Background: an optimization exercise with open tools, aiming at small area. Do not read the settings as production practice. Where RTL was checked, it was by simulation tests only, not by an equivalence proof against the original. No activity file was given, so power comes from the tool's default toggle rates.

==> run a <==
// udp_rx
module udp_rx #(
    parameter       BOARD_MAC   =   48'h00_11_22_33_44_55       ,
    parameter       BOARD_IP    =   {8'd192,8'd168,8'd1,8'd10}  ,
    parameter       BOARD_PORT  =   16'd1234
)(
    input                           clk                         ,
    input                           rst_n                       ,
    input                           gmii_rx_dv                  ,
    input           [7 : 0]         gmii_rxd                    ,
    input           [31 : 0]        crc_out                     ,
    output  reg     [7 : 0]         crc_data                    ,
    output  reg                     crc_en                      ,
    output  reg                     crc_clr                     ,
    output  reg     [1 : 0]         eth_rx_type                 ,
    output  reg                     rx_done                     ,
    output  reg     [ 7 : 0]        iudp_rx_data                ,
    output  reg                     iudp_rx_data_vld            ,
    output  reg     [15 : 0]        iudp_data_length            ,
    output  reg     [31 : 0]        data_checksum               ,
    output  reg     [7 : 0]         icmp_rx_type                ,
    output  reg     [7 : 0]         icmp_rx_code                ,
    output  reg     [15 : 0]        icmp_rx_id                  ,
    output  reg     [15 : 0]        icmp_rx_seq                 ,
    output  reg     [47 : 0]        src_mac                     ,
    output  reg     [31 : 0]        src_ip                      ,
    output  reg                     arp_rx_type
);
==> flow/config.mk <==
export PLATFORM = sky130hd
export DESIGN_NAME = udp_rx
export DESIGN_NICKNAME = udp_rx
export VERILOG_FILES = /design/flow/design.v
export SDC_FILE = /design/flow/constraint.sdc
export NUM_CORES = 4
export LEC_CHECK = 0
export CAP_MARGIN = 0
export CORE_MARGIN = 2
export CORE_UTILIZATION = 40
export SLEW_MARGIN = 0
==> flow/constraint.sdc <==
create_clock -name core_clock -period 8.0 [get_ports {clk}]
set_input_delay 1.6000 -clock core_clock [delete_from_list [all_inputs] [get_ports {clk}]]
set_output_delay 1.6000 -clock core_clock [all_outputs]
set_load 0.01 [all_outputs]
standard.sh (not shown) runs the stock make flow with config.mk's settings and CLKGATE_MAP_FILE= SYNTH_SCRIPT=/design/flow/synth_recipe.tcl, a recipe that flattens the netlist after the stock synthesis.
==> flow/flow/run.sh <==
#!/bin/bash
# Standard ORFS synthesis, then an area-oriented ABC re-mapping of the
# combinational logic (registers untouched), then the standard layout with
# small port buffers and a leaner clock tree.
set -euo pipefail
HERE=$(pwd)
R=$HERE/orfs/results/sky130hd/udp_rx/base
LIB=$FLOW_HOME/platforms/sky130hd/lib/sky130_fd_sc_hd__tt_025C_1v80.lib
YOSYS=$(command -v yosys || echo $FLOW_HOME/../tools/install/yosys/bin/yosys)

bash standard.sh synth > standard_synth.log 2>&1

cp $R/1_2_yosys.v $HERE/std_1_2_yosys.v
FFS=$(grep -o 'sky130_fd_sc_hd__[a-z0-9_]*' $R/1_2_yosys.v | sort -u | grep -E '__(df|edf|sdf|dl|conb)' | tr '\n' ' ')
cat > remap.ys <<EOY
read_liberty -ignore_miss_func -ignore_miss_data_latch $LIB
blackbox $FFS
read_verilog $HERE/std_1_2_yosys.v
hierarchy -top $FLOW_TOP
flatten
opt_clean -purge
abc -dont_use sky130_fd_sc_hd__probe_p_8 -dont_use sky130_fd_sc_hd__probec_p_8 -dont_use sky130_fd_sc_hd__lpflow_* -liberty $LIB -script $HERE/flow/abc_remap.script
opt_clean -purge
setundef -zero
hilomap -singleton -hicell sky130_fd_sc_hd__conb_1 HI -locell sky130_fd_sc_hd__conb_1 LO
splitnets
opt_clean -purge
rename -enumerate -pattern remap_n% w:*:* w:*/*
rename -enumerate -pattern remap_c% c:*:* c:*/*
rename -enumerate -pattern remap_w% w:*.*
stat -liberty $LIB
write_verilog -noattr -nohex -nodec $R/1_2_yosys.v
EOY
$YOSYS -l remap_yosys.log remap.ys > /dev/null 2>&1
rm -f $R/1_synth.odb $R/1_synth.sdc

bash standard.sh \
  BUFFER_PORTS_ARGS="-buffer_cell sky130_fd_sc_hd__buf_1" \
  CTS_ARGS="-sink_clustering_enable -repair_clock_nets -dont_use_dummy_load -buf_list sky130_fd_sc_hd__clkbuf_16 -sink_clustering_size 30 -sink_clustering_max_diameter 80" \
  finish > standard.log 2>&1
==> flow/flow/abc_remap.script <==
strash
&get -n
&deepsyn -T 60
&dch -f
&nf -R 1000
&put
==> run b: changes against run a <==
--- a/flow/design.v
+++ b/flow/design.v
@@ -36,15 +36,14 @@
     reg     [2:0]   state_c, state_n;
     reg             start;
     reg     [2:0]   pre_cnt;         
     reg     [7:0]   rxd_r0;          
     reg             dv_r0;
     reg     [15:0]  cnt;
     reg             error_flag;
-    reg             mac_uc, mac_bc;  
     reg             hdr_ok;          
     reg             op_b1;           
     reg     [79:0]  arp_sh;          
     wire    [3:0]   ihl = arp_sh[71:68];
     reg     [23:0]  des_crc;
     wire    [7:0]   rxd_r1 = crc_data;
     wire    st_idle = (state_c == IDLE);
@@ -95,20 +94,18 @@
         dv_r0    <= gmii_rx_dv;
         crc_data <= rxd_r0;
         if (gmii_rx_dv && gmii_rxd == 8'h55)
             pre_cnt <= (pre_cnt == 3'd7) ? 3'd7 : pre_cnt + 3'd1;
         else
             pre_cnt <= 3'd0;
     end
-    always @(posedge clk) begin
-        if (!rst_n)
-            start <= 1'b0;
-        else if (st_idle)
-            start <= gmii_rx_dv && (gmii_rxd == 8'hD5) && (pre_cnt == 3'd7);
-    end
+    reg sfd_seen;
+    always @(posedge clk)
+        sfd_seen <= rst_n && gmii_rx_dv && (gmii_rxd == 8'hD5) && (pre_cnt == 3'd7);
+    always @(*) start = crc_clr && sfd_seen;
     always @(posedge clk) begin
         if (add_cnt && !end_cnt) cnt <= cnt_p1;
         else                     cnt <= 16'd0;
     end
     reg [7:0] mac_byte;
     always @(*) begin
         case (cnt[2:0])
@@ -116,20 +113,17 @@
             3'd1: mac_byte = BOARD_MAC[39:32];
             3'd2: mac_byte = BOARD_MAC[31:24];
             3'd3: mac_byte = BOARD_MAC[23:16];
             3'd4: mac_byte = BOARD_MAC[15:8];
             default: mac_byte = BOARD_MAC[7:0];
         endcase
     end
-    always @(posedge clk) begin
-        if (st_eth && add_cnt && cnt < 16'd6) begin
-            mac_uc <= (mac_uc || cnt == 16'd0) && (rxd_r0 == mac_byte);
-            mac_bc <= (mac_bc || cnt == 16'd0) && (rxd_r0 == 8'hFF);
-        end
-    end
+    wire mac_uc = arp_sh[32];
+    wire mac_bc = arp_sh[33];
+    wire mac_upd = st_eth && add_cnt && cnt < 16'd6;
     always @(*) begin
         case (state_c)
             ETH_HEAD : error_flag = (cnt == 16'd7  && !(mac_uc || mac_bc)) ||
                                     (cnt == 16'd13 && {rxd_r1, rxd_r0} != 16'h0800 && {rxd_r1, rxd_r0} != 16'h0806);
             IP_HEAD  : error_flag = (cnt == 16'd10 && rxd_r1 != 8'd17 && rxd_r1 != 8'd1) ||
                                     (cnt == 16'd19 && !(hdr_ok && {rxd_r1, rxd_r0} == BOARD_IP[15:0]));
             ARP_DATA : error_flag = (cnt == 16'd28 && !(hdr_ok && rxd_r1 == BOARD_IP[7:0]));
@@ -198,14 +192,18 @@
         if (arp_shift)
             arp_sh[79:32] <= arp_sh[71:24];
         else begin
             if (st_ip && add_cnt && cnt == 16'd3)
                 arp_sh[79:72] <= rxd_r1;
             if (st_ip && add_cnt && cnt == 16'd0)
                 arp_sh[71:68] <= rxd_r0[3:0];
+            if (mac_upd) begin
+                arp_sh[32] <= (mac_uc || cnt == 16'd0) && (rxd_r0 == mac_byte);
+                arp_sh[33] <= (mac_bc || cnt == 16'd0) && (rxd_r0 == 8'hFF);
+            end
         end
     end
     always @(posedge clk) begin
         if (!rst_n || st_end)
             arp_sh[31:0] <= 32'd0;
         else if (arp_shift)
             arp_sh[31:0] <= {arp_sh[23:0], rxd_r0};
==> flow/flow/run.sh (replaced) <==
#!/bin/bash
# Standard ORFS synthesis, then an area-oriented ABC re-mapping of the
# combinational logic (registers untouched; several random seeds, smallest
# kept), then the standard layout with small port buffers and a leaner
# clock tree.
set -euo pipefail
HERE=$(pwd)
R=$HERE/orfs/results/sky130hd/udp_rx/base
LIB=$FLOW_HOME/platforms/sky130hd/lib/sky130_fd_sc_hd__tt_025C_1v80.lib
YOSYS=$(command -v yosys || echo $FLOW_HOME/../tools/install/yosys/bin/yosys)
SEEDS="0 1 2 3"

bash standard.sh synth > standard_synth.log 2>&1

cp $R/1_2_yosys.v $HERE/std_1_2_yosys.v
FFS=$(grep -o 'sky130_fd_sc_hd__[a-z0-9_]*' $R/1_2_yosys.v | sort -u | grep -E '__(df|edf|sdf|dl|conb)' | tr '\n' ' ')
for s in $SEEDS; do
  sed "s/@SEED@/$s/" flow/abc_remap.script > abc_remap_$s.script
  cat > remap_$s.ys <<EOY
read_liberty -ignore_miss_func -ignore_miss_data_latch $LIB
blackbox $FFS
read_verilog $HERE/std_1_2_yosys.v
hierarchy -top $FLOW_TOP
flatten
opt_clean -purge
abc -dont_use sky130_fd_sc_hd__probe_p_8 -dont_use sky130_fd_sc_hd__probec_p_8 -dont_use sky130_fd_sc_hd__lpflow_* -liberty $LIB -script $HERE/abc_remap_$s.script
opt_clean -purge
setundef -zero
hilomap -singleton -hicell sky130_fd_sc_hd__conb_1 HI -locell sky130_fd_sc_hd__conb_1 LO
splitnets
opt_clean -purge
rename -enumerate -pattern remap_n% w:*:* w:*/*
rename -enumerate -pattern remap_c% c:*:* c:*/*
rename -enumerate -pattern remap_w% w:*.*
tee -o remap_area_$s.txt stat -liberty $LIB
write_verilog -noattr -nohex -nodec $HERE/remap_$s.v
EOY
  ( $YOSYS -l remap_yosys_$s.log remap_$s.ys > /dev/null 2>&1 || true ) &
done
wait
best=""; best_area=""
for s in $SEEDS; do
  a=$(grep 'Chip area' remap_area_$s.txt 2>/dev/null | awk '{print $NF}')
  [[ -n "$a" && -s remap_$s.v ]] || continue
  echo "seed $s area $a" >> remap_choice.log
  if [[ -z "$best" ]] || awk "BEGIN{exit !($a < $best_area)}"; then best=$s; best_area=$a; fi
done
if [[ -n "$best" ]]; then
  echo "chosen seed $best area $best_area" >> remap_choice.log
  cp remap_$best.v $R/1_2_yosys.v
  rm -f $R/1_synth.odb $R/1_synth.sdc
else
  echo "remap failed; keeping the standard netlist" >> remap_choice.log
fi

bash standard.sh \
  BUFFER_PORTS_ARGS="-buffer_cell sky130_fd_sc_hd__buf_1" \
  CTS_ARGS="-sink_clustering_enable -repair_clock_nets -dont_use_dummy_load -buf_list sky130_fd_sc_hd__clkbuf_8 -sink_clustering_size 16 -sink_clustering_max_diameter 100" \
  finish > standard.log 2>&1
==> flow/flow/abc_remap.script (replaced) <==
strash
&get -n
&deepsyn -T 60 -S @SEED@
&dch -f
&nf -R 1000
&put
- CORE_UTILIZATION: 40 -> 65
- PLACE_DENSITY: unset -> 0.75
==> run c: changes against run a <==
--- a/flow/design.v
+++ b/flow/design.v
@@ -34,21 +34,22 @@
     localparam [2:0] CRC       = 3'd6;
     localparam [2:0] RX_END    = 3'd7;
     reg     [2:0]   state_c, state_n;
     reg             start;
     reg     [2:0]   pre_cnt;         
     reg     [7:0]   rxd_r0;          
     reg             dv_r0;
+    reg     [7:0]   rxd_r2;          
     reg     [15:0]  cnt;
     reg             error_flag;
     reg             mac_uc, mac_bc;  
     reg             hdr_ok;          
     reg             op_b1;           
+    reg     [3:0]   ihl;
     reg     [79:0]  arp_sh;          
-    wire    [3:0]   ihl = arp_sh[71:68];
     reg     [23:0]  des_crc;
     wire    [7:0]   rxd_r1 = crc_data;
     wire    st_idle = (state_c == IDLE);
     wire    st_eth  = (state_c == ETH_HEAD);
     wire    st_ip   = (state_c == IP_HEAD);
     wire    st_uh   = (state_c == IUDP_HEAD);
     wire    st_data = (state_c == IUDP_DATA);
@@ -90,14 +91,15 @@
         if (!rst_n) state_c <= IDLE;
         else        state_c <= state_n;
     end
     always @(posedge clk) begin
         rxd_r0   <= gmii_rxd;
         dv_r0    <= gmii_rx_dv;
         crc_data <= rxd_r0;
+        rxd_r2   <= crc_data;
         if (gmii_rx_dv && gmii_rxd == 8'h55)
             pre_cnt <= (pre_cnt == 3'd7) ? 3'd7 : pre_cnt + 3'd1;
         else
             pre_cnt <= 3'd0;
     end
     always @(posedge clk) begin
         if (!rst_n)
@@ -122,51 +124,63 @@
     end
     always @(posedge clk) begin
         if (st_eth && add_cnt && cnt < 16'd6) begin
             mac_uc <= (mac_uc || cnt == 16'd0) && (rxd_r0 == mac_byte);
             mac_bc <= (mac_bc || cnt == 16'd0) && (rxd_r0 == 8'hFF);
         end
     end
-    always @(*) begin
-        case (state_c)
-            ETH_HEAD : error_flag = (cnt == 16'd7  && !(mac_uc || mac_bc)) ||
-                                    (cnt == 16'd13 && {rxd_r1, rxd_r0} != 16'h0800 && {rxd_r1, rxd_r0} != 16'h0806);
-            IP_HEAD  : error_flag = (cnt == 16'd10 && rxd_r1 != 8'd17 && rxd_r1 != 8'd1) ||
-                                    (cnt == 16'd19 && !(hdr_ok && {rxd_r1, rxd_r0} == BOARD_IP[15:0]));
-            ARP_DATA : error_flag = (cnt == 16'd28 && !(hdr_ok && rxd_r1 == BOARD_IP[7:0]));
-            default  : error_flag = 1'b0;
-        endcase
+    always @(posedge clk) begin
+        if (!add_cnt)
+            error_flag <= 1'b0;
+        else if (st_eth) begin
+            if (cnt == 16'd6)
+                error_flag <= !(mac_uc || mac_bc);
+            else if (cnt == 16'd12)
+                error_flag <= ({rxd_r0, gmii_rxd} != 16'h0800) && ({rxd_r0, gmii_rxd} != 16'h0806);
+        end
+        else if (st_ip) begin
+            if (cnt == 16'd9)
+                error_flag <= (rxd_r0 != 8'd17) && (rxd_r0 != 8'd1);
+            else if (cnt == 16'd18)
+                error_flag <= !(hdr_ok && {rxd_r0, gmii_rxd} == BOARD_IP[15:0]);
+        end
+        else if (st_arp) begin
+            if (cnt == 16'd27)
+                error_flag <= !(hdr_ok && {rxd_r1, rxd_r0} == BOARD_IP[15:0]);
+        end
+        else
+            error_flag <= 1'b0;
     end
     always @(posedge clk) begin
         if (!rst_n)
             eth_rx_type <= 2'd0;
         else if (st_eth && add_cnt && cnt == 16'd12)
             eth_rx_type <= ({rxd_r0, gmii_rxd} == 16'h0806) ? 2'd1 : 2'd0;
         else if (st_ip && add_cnt && cnt == 16'd9) begin
             if (rxd_r0 == 8'd17)     eth_rx_type <= 2'd3;
             else if (rxd_r0 == 8'd1) eth_rx_type <= 2'd2;
         end
     end
     always @(posedge clk) begin
+        if (st_ip && add_cnt && cnt == 16'd0)
+            ihl <= rxd_r0[3:0];
         if (st_ip && add_cnt && cnt == 16'd17)
             hdr_ok <= ({rxd_r1, rxd_r0} == BOARD_IP[31:16]);
         else if (st_arp && add_cnt && cnt == 16'd7)
             hdr_ok <= ({rxd_r1, rxd_r0} == 16'd1) || ({rxd_r1, rxd_r0} == 16'd2);
         else if (st_arp && add_cnt && cnt == 16'd25)
             hdr_ok <= hdr_ok && ({rxd_r1, rxd_r0} == BOARD_IP[31:16]);
-        else if (st_arp && add_cnt && cnt == 16'd26)
-            hdr_ok <= hdr_ok && (rxd_r0 == BOARD_IP[15:8]);
         if (st_arp && add_cnt && cnt == 16'd7)
             op_b1 <= rxd_r0[1];
     end
     always @(posedge clk) begin
         if (!rst_n)
             iudp_data_length <= 16'd0;
         else if (st_ip && add_cnt && cnt == 16'd4)
-            iudp_data_length <= {arp_sh[79:72], rxd_r1} - {10'd0, ihl, 2'd0} - 16'd8;
+            iudp_data_length <= {rxd_r2, rxd_r1} - {10'd0, ihl, 2'd0} - 16'd8;
     end
     always @(posedge clk) begin
         if (!rst_n) begin
             icmp_rx_type <= 8'd0;
             icmp_rx_code <= 8'd0;
             icmp_rx_id   <= 16'd0;
             icmp_rx_seq  <= 16'd0;
@@ -193,20 +207,14 @@
         else if (add_cnt && st_crc)
             des_crc <= {rxd_r0, des_crc[23:8]};
     end
     wire arp_shift = st_arp && add_cnt && cnt >= 16'd8 && cnt <= 16'd17;
     always @(posedge clk) begin
         if (arp_shift)
             arp_sh[79:32] <= arp_sh[71:24];
-        else begin
-            if (st_ip && add_cnt && cnt == 16'd3)
-                arp_sh[79:72] <= rxd_r1;
-            if (st_ip && add_cnt && cnt == 16'd0)
-                arp_sh[71:68] <= rxd_r0[3:0];
-        end
     end
     always @(posedge clk) begin
         if (!rst_n || st_end)
             arp_sh[31:0] <= 32'd0;
         else if (arp_shift)
             arp_sh[31:0] <= {arp_sh[23:0], rxd_r0};
         else if (st_data && add_cnt && eth_rx_type == 2'd2) begin
==> flow/flow/run.sh (replaced) <==
#!/bin/bash
# Standard ORFS layout with smaller port buffers and a leaner clock tree.
set -euo pipefail
bash standard.sh \
  BUFFER_PORTS_ARGS="-buffer_cell sky130_fd_sc_hd__buf_1" \
  CTS_ARGS="-sink_clustering_enable -repair_clock_nets -dont_use_dummy_load -buf_list sky130_fd_sc_hd__clkbuf_8 -sink_clustering_size 22 -sink_clustering_max_diameter 60" \
  finish > standard.log 2>&1
- CAP_MARGIN: 0 -> 20
- SLEW_MARGIN: 0 -> 20
removed: flow/flow/abc_remap.script
==> run d: changes against run a <==
==> flow/flow/run.sh (replaced) <==
#!/bin/bash
# Standard ORFS synthesis, then an area-oriented ABC re-mapping of the
# combinational logic (registers untouched; several random seeds, smallest
# kept), then the standard layout with small port buffers and a leaner
# clock tree.
set -euo pipefail
HERE=$(pwd)
R=$HERE/orfs/results/sky130hd/udp_rx/base
LIB=$FLOW_HOME/platforms/sky130hd/lib/sky130_fd_sc_hd__tt_025C_1v80.lib
YOSYS=$(command -v yosys || echo $FLOW_HOME/../tools/install/yosys/bin/yosys)
SEEDS="0 1 2 3 4 5 6 7"

bash standard.sh synth > standard_synth.log 2>&1

cp $R/1_2_yosys.v $HERE/std_1_2_yosys.v
FFS=$(grep -o 'sky130_fd_sc_hd__[a-z0-9_]*' $R/1_2_yosys.v | sort -u | grep -E '__(df|edf|sdf|dl|conb)' | tr '\n' ' ')
for s in $SEEDS; do
  sed "s/@SEED@/$s/" flow/abc_remap.script > abc_remap_$s.script
  cat > remap_$s.ys <<EOY
read_liberty -ignore_miss_func -ignore_miss_data_latch $LIB
blackbox $FFS
read_verilog $HERE/std_1_2_yosys.v
hierarchy -top $FLOW_TOP
flatten
opt_clean -purge
abc -dont_use sky130_fd_sc_hd__probe_p_8 -dont_use sky130_fd_sc_hd__probec_p_8 -dont_use sky130_fd_sc_hd__lpflow_* -liberty $LIB -script $HERE/abc_remap_$s.script
opt_clean -purge
setundef -zero
hilomap -singleton -hicell sky130_fd_sc_hd__conb_1 HI -locell sky130_fd_sc_hd__conb_1 LO
splitnets
opt_clean -purge
rename -enumerate -pattern remap_n% w:*:* w:*/*
rename -enumerate -pattern remap_c% c:*:* c:*/*
rename -enumerate -pattern remap_w% w:*.*
tee -o remap_area_$s.txt stat -liberty $LIB
write_verilog -noattr -nohex -nodec $HERE/remap_$s.v
EOY
  ( $YOSYS -l remap_yosys_$s.log remap_$s.ys > /dev/null 2>&1 || true ) &
  while [[ $(jobs -r | wc -l) -ge 4 ]]; do sleep 1; done
done
wait
best=""; best_area=""
for s in $SEEDS; do
  a=$(grep 'Chip area' remap_area_$s.txt 2>/dev/null | awk '{print $NF}')
  [[ -n "$a" && -s remap_$s.v ]] || continue
  echo "seed $s area $a" >> remap_choice.log
  if [[ -z "$best" ]] || awk "BEGIN{exit !($a < $best_area)}"; then best=$s; best_area=$a; fi
done
if [[ -n "$best" ]]; then
  echo "chosen seed $best area $best_area" >> remap_choice.log
  cp remap_$best.v $R/1_2_yosys.v
  rm -f $R/1_synth.odb $R/1_synth.sdc
else
  echo "remap failed; keeping the standard netlist" >> remap_choice.log
fi

bash standard.sh \
  BUFFER_PORTS_ARGS="-buffer_cell sky130_fd_sc_hd__buf_1" \
  CTS_ARGS="-sink_clustering_enable -repair_clock_nets -dont_use_dummy_load -buf_list sky130_fd_sc_hd__clkbuf_8 -sink_clustering_size 16 -sink_clustering_max_diameter 100" \
  finish > standard.log 2>&1
==> flow/flow/abc_remap.script (replaced) <==
strash
&get -n
&deepsyn -T 60 -S @SEED@
&dch -f
&nf -R 1000
&put
- CORE_UTILIZATION: 40 -> 80
- PLACE_DENSITY: unset -> 0.88
==> notes.md <==
Run b passed the timing, design-rule and antenna checks. Run a produced a clean layout. Run c completed without violations. Run d ended with an error in global routing (5_1_grt) on GRT-0232.
Register-to-register slack: run c > run a > run b.
Between run a and run b, the lower total power is in run b (gap about 11%, measured against run b).
Die area, lowest first: run b, run a, run c.
Final area, lowest first: run b, run a, run c.
Against run b, the flip-flop and latch count of run a is higher by 2.
Wire length, highest first: run c, run a, run b.
Maximum frequency: run a is smaller than run c (about 6%).
Via count: run a < run b < run c.
No functional check of the RTL was part of run b.

-- afterwards: timing with drivers on the ports --
How much do the figures lean on ideal ports? The routed layouts below were timed once more, with nothing changed but the port constraints. Step 1 (the two cells are an assumption about what drives the block):
set clk [get_ports {clk}]
set_driving_cell -lib_cell sky130_fd_sc_hd__clkbuf_16 $clk
set_driving_cell -lib_cell sky130_fd_sc_hd__buf_2 [delete_from_list [all_inputs] $clk]
Step 2, shift: input delay + t, output delay - t, t = (earliest + latest rising clock arrival at the registers) / 2. This alone moves slack from input paths to output paths. Slacks: no drivers / after step 1 / after step 2; pairs: no drivers / after step 1.
run | shift t [ns] | setup WS [ns] | worst setup path at the end | pins driven straight from the clock port
run a | 0.558 | 0.567 / 0.567 / 0.567 | register to register | 1
run b | 0.586 | 0.547 / 0.547 / 0.547 | register to register | 1
run c | 0.677 | 0.991 / 0.991 / 0.991 | register to register | 1
After both steps every run listed still meets setup and hold.
